This design comes from an exercise in tuning for small area and a short achievable clock period on the open sky130 flow, not from production work.
Only simulation tests tie the RTL to the original design; equivalence was not proved.

## run 4
==> module tcam, before the edit <==
module tcam #
	(
		parameter WORD_WIDTH = 32,
		parameter ADDR_WIDTH = 4,
		parameter DATA_WIDTH = 32,
		parameter DATA_SIZE_PER_ENTRY = 4
	)
	(
		clk,
		rst_n,
		ack,
		opcode,  
		req,
		clr,
		word,
		mask_in,
		addr_in,
		data_in,
		valid,
		data_out
	);
localparam N = 2 ** ADDR_WIDTH;
input wire clk;
input wire rst_n;
input wire ack;
input wire opcode;
input wire req;
input wire clr;
input wire [WORD_WIDTH - 1 : 0] word;
input wire [WORD_WIDTH - 1 : 0] mask_in;
input wire [ADDR_WIDTH - 1 : 0] addr_in;
input wire [DATA_WIDTH - 1 : 0] data_in;
output wire valid;
output wire [DATA_WIDTH - 1 : 0] data_out;
reg [WORD_WIDTH - 1 : 1] mzn [0 : N - 1];
reg [WORD_WIDTH - 1 : 1] mon [0 : N - 1];
reg [N - 1 : 0] mzn0;
reg [N - 1 : 0] mon0;
reg [DATA_WIDTH - 1 : 0] dat [0 : N - 1];
reg [N - 1 : 0] line_reg;
reg valid_n_reg;  
reg [DATA_WIDTH - 1 : 0] data_reg;
wire wr = req & ~opcode;
wire srch = req & opcode;
wire [WORD_WIDTH - 1 : 0] mzn_in = ~word;
wire [WORD_WIDTH - 1 : 0] mon_in = ~(word ^ mask_in);
assign valid = ~(ack | valid_n_reg);
assign data_out = data_reg;
integer e;
always @(posedge clk) begin
	for (e = 0; e < N; e = e + 1) begin
		if (wr && addr_in == e) begin
			mzn[e] <= mzn_in[WORD_WIDTH - 1 : 1];
			mon[e] <= mon_in[WORD_WIDTH - 1 : 1];
			dat[e] <= data_in;
		end
	end
end
always @(posedge clk) begin
	for (e = 0; e < N; e = e + 1) begin
		if (!rst_n) begin
			mzn0[e] <= 1'b0;
			mon0[e] <= 1'b0;
		end else if (wr && addr_in == e) begin
			mzn0[e] <= ~clr & mzn_in[0];
			mon0[e] <= ~clr & mon_in[0];
		end
	end
end
wire [WORD_WIDTH - 1 : 0] word_n = ~word;
wire [WORD_WIDTH - 1 : 0] mis [0 : N - 1];
reg [N - 1 : 0] match;
genvar ge, gb;
generate
	for (ge = 0; ge < N; ge = ge + 1) begin : g_entry
		for (gb = 0; gb < WORD_WIDTH; gb = gb + 1) begin : g_bit
			tcam_mismatch u_mis (
				.w(word[gb]),
				.wn(word_n[gb]),
				.on(gb == 0 ? mon0[ge] : mon[ge][gb]),
				.zn(gb == 0 ? mzn0[ge] : mzn[ge][gb]),
				.mis(mis[ge][gb])
			);
		end
	end
endgenerate
always @(*) begin
	for (e = 0; e < N; e = e + 1)
		match[e] = ~|mis[e];
end
always @(posedge clk) begin
	if (!rst_n)
		line_reg <= {N{1'b0}};
	else if (srch)
		line_reg <= match;
end
reg [N - 1 : 0] first;
reg [N / 4 - 1 : 0] gany;
reg [N / 4 - 1 : 0] gbelow;
reg [N - 1 : 0] below;
reg [DATA_WIDTH - 1 : 0] sel_data;
integer g;
always @(*) begin
	for (g = 0; g < N / 4; g = g + 1)
		gany[g] = |line_reg[4 * g +: 4];
	gbelow[0] = 1'b0;
	for (g = 1; g < N / 4; g = g + 1)
		gbelow[g] = gbelow[g - 1] | gany[g - 1];
	for (e = 0; e < N; e = e + 1) begin
		below[e] = gbelow[e / 4];
		for (g = 4 * (e / 4); g < e; g = g + 1)
			below[e] = below[e] | line_reg[g];
	end
	first = line_reg & ~below;
	sel_data = {DATA_WIDTH{1'b0}};
	for (e = 0; e < N; e = e + 1)
		sel_data = sel_data | ({DATA_WIDTH{first[e]}} & dat[e]);
end
always @(posedge clk) begin
	valid_n_reg <= ~(rst_n & |gany);
	data_reg <= sel_data;
end
endmodule
export LEC_CHECK = 0
export CAP_MARGIN = 20
export CORE_MARGIN = 2
export CORE_UTILIZATION = 60
export CTS_BUF_LIST = sky130_fd_sc_hd__clkbuf_16
export CTS_CLUSTER_DIAMETER = 100
export CTS_CLUSTER_SIZE = 30
export PLACE_DENSITY = 0.75
export SETUP_SLACK_MARGIN = 2.8
export SLEW_MARGIN = 20
export SYNTH_HIERARCHICAL = 1
export SYNTH_MINIMUM_KEEP_SIZE = 0
create_clock -name core_clock -period 5.0 [get_ports {clk}]
standard.sh (not shown) runs the stock make flow with config.mk's settings and CLKGATE_MAP_FILE= SYNTH_SCRIPT=/design/flow/synth_recipe.tcl, a recipe that flattens the netlist after the stock synthesis.
==> flow/flow/run.sh <==
#!/bin/bash
# The standard layout, with plain buffers (instead of the default delay
# buffers) on the input and output ports.
set -euo pipefail
export BUFFER_PORTS_ARGS="-buffer_cell sky130_fd_sc_hd__buf_2"
bash standard.sh > standard.log 2>&1
### run 4 -> run 1
--- a/flow/design.v
+++ b/flow/design.v
@@ -35,11 +35,11 @@
 reg [WORD_WIDTH - 1 : 1] mzn [0 : N - 1];
 reg [WORD_WIDTH - 1 : 1] mon [0 : N - 1];
 reg [N - 1 : 0] mzn0;
 reg [N - 1 : 0] mon0;
 reg [DATA_WIDTH - 1 : 0] dat [0 : N - 1];
-reg [N - 1 : 0] line_reg;
+reg [N - 1 : 0] line_n_reg;  
 reg valid_n_reg;  
 reg [DATA_WIDTH - 1 : 0] data_reg;
 wire wr = req & ~opcode;
 wire srch = req & opcode;
 wire [WORD_WIDTH - 1 : 0] mzn_in = ~word;
@@ -67,11 +67,10 @@
 		end
 	end
 end
 wire [WORD_WIDTH - 1 : 0] word_n = ~word;
 wire [WORD_WIDTH - 1 : 0] mis [0 : N - 1];
-reg [N - 1 : 0] match;
 genvar ge, gb;
 generate
 	for (ge = 0; ge < N; ge = ge + 1) begin : g_entry
 		for (gb = 0; gb < WORD_WIDTH; gb = gb + 1) begin : g_bit
 			tcam_mismatch u_mis (
@@ -82,20 +81,38 @@
 				.mis(mis[ge][gb])
 			);
 		end
 	end
 endgenerate
-always @(*) begin
-	for (e = 0; e < N; e = e + 1)
-		match[e] = ~|mis[e];
-end
-always @(posedge clk) begin
-	if (!rst_n)
-		line_reg <= {N{1'b0}};
-	else if (srch)
-		line_reg <= match;
-end
+wire srch_n = ~srch;
+wire [N - 1 : 0] line_reg = ~line_n_reg;
+wire [N - 1 : 0] keep_n = {N{rst_n}} & ({N{srch}} | line_reg);
+wire [N - 1 : 0] line_n_next;
+generate
+	for (ge = 0; ge < N; ge = ge + 1) begin : g_red
+		wire [15 : 0] ok2;
+		wire [3 : 0] bad8;
+		wire [1 : 0] ok16;
+		for (gb = 0; gb < 16; gb = gb + 1) begin : g_ok2
+			tcam_nor2 u_ok2 (.a(mis[ge][2 * gb]), .b(mis[ge][2 * gb + 1]), .y(ok2[gb]));
+		end
+		for (gb = 0; gb < 4; gb = gb + 1) begin : g_bad8
+			tcam_nand4 u_bad8 (.a(ok2[4 * gb +: 4]), .y(bad8[gb]));
+		end
+		tcam_nor2 u_ok16_0 (.a(bad8[0]), .b(bad8[1]), .y(ok16[0]));
+		tcam_nor2 u_ok16_1 (.a(bad8[2]), .b(bad8[3]), .y(ok16[1]));
+		tcam_line_next u_next (
+			.sn(srch_n),
+			.ok0(ok16[0]),
+			.ok1(ok16[1]),
+			.cn(keep_n[ge]),
+			.y(line_n_next[ge])
+		);
+	end
+endgenerate
+always @(posedge clk)
+	line_n_reg <= line_n_next;
 reg [N - 1 : 0] first;
 reg [N / 4 - 1 : 0] gany;
 reg [N / 4 - 1 : 0] gbelow;
 reg [N - 1 : 0] below;
 reg [DATA_WIDTH - 1 : 0] sel_data;
@@ -128,5 +145,20 @@
 	input wire zn,
 	output wire mis
 );
 assign mis = ~((wn | on) & (w | zn));
 endmodule
+module tcam_nor2 (input wire a, input wire b, output wire y);
+assign y = ~(a | b);
+endmodule
+module tcam_nand4 (input wire [3 : 0] a, output wire y);
+assign y = ~&a;
+endmodule
+module tcam_line_next (
+	input wire sn,
+	input wire ok0,
+	input wire ok1,
+	input wire cn,
+	output wire y
+);
+assign y = ~((sn | ok0) & (sn | ok1) & cn);
+endmodule
Findings:
- Summary: total via count in the routed design, run 1 better than run 4
- Run 1 completed end to end with timing, DRC and antenna clean.
- Going from run 4 to run 1, global-route usage over all layers shrinks by 1.0 points.
- From run 4 to run 1 the numbers moved as follows: largest clock skew in the final design fell by 0.0093 ns, critical path depth fell by 7.
- [compare] base=run 4 new=run 1: met2 layer usage reported by global route fell 2.7 points; met1 track utilization from global routing fell 0.50 points.
- Looking at critical path class, the reg -> out result is from run 1; the in -> reg one comes from run 4.

[afterwards: timing with drivers on the ports]
No port has a modelled driver above. Below, the same layouts with a new extraction and two added sets of constraints. Step 1 assumes that a clkbuf_16 drives the clock port and a buf_2 every other input. Step 2 adds t to the input delays and takes it off the output delays; t is the mean of the earliest and latest rising clock arrival at the registers after step 1. Input paths then give back, and output paths get back, about the clock's delay inside the block. a / b / c = ideal ports / drivers / drivers and shift; a / b = the first two.
| run | t, ns | setup slack, ns | worst setup path at the end |
|---|---|---|---|
| run 4 | 0.753 | 2.684 / 2.662 / 1.970 | input to register |
| run 1 | 0.766 | 2.690 / 2.623 / 1.972 | input to register |
After both steps every run listed still meets setup and hold. For run 1, which loses most, drivers alone change the setup slack by -0.067 ns; drivers and shift together by -0.718 ns.
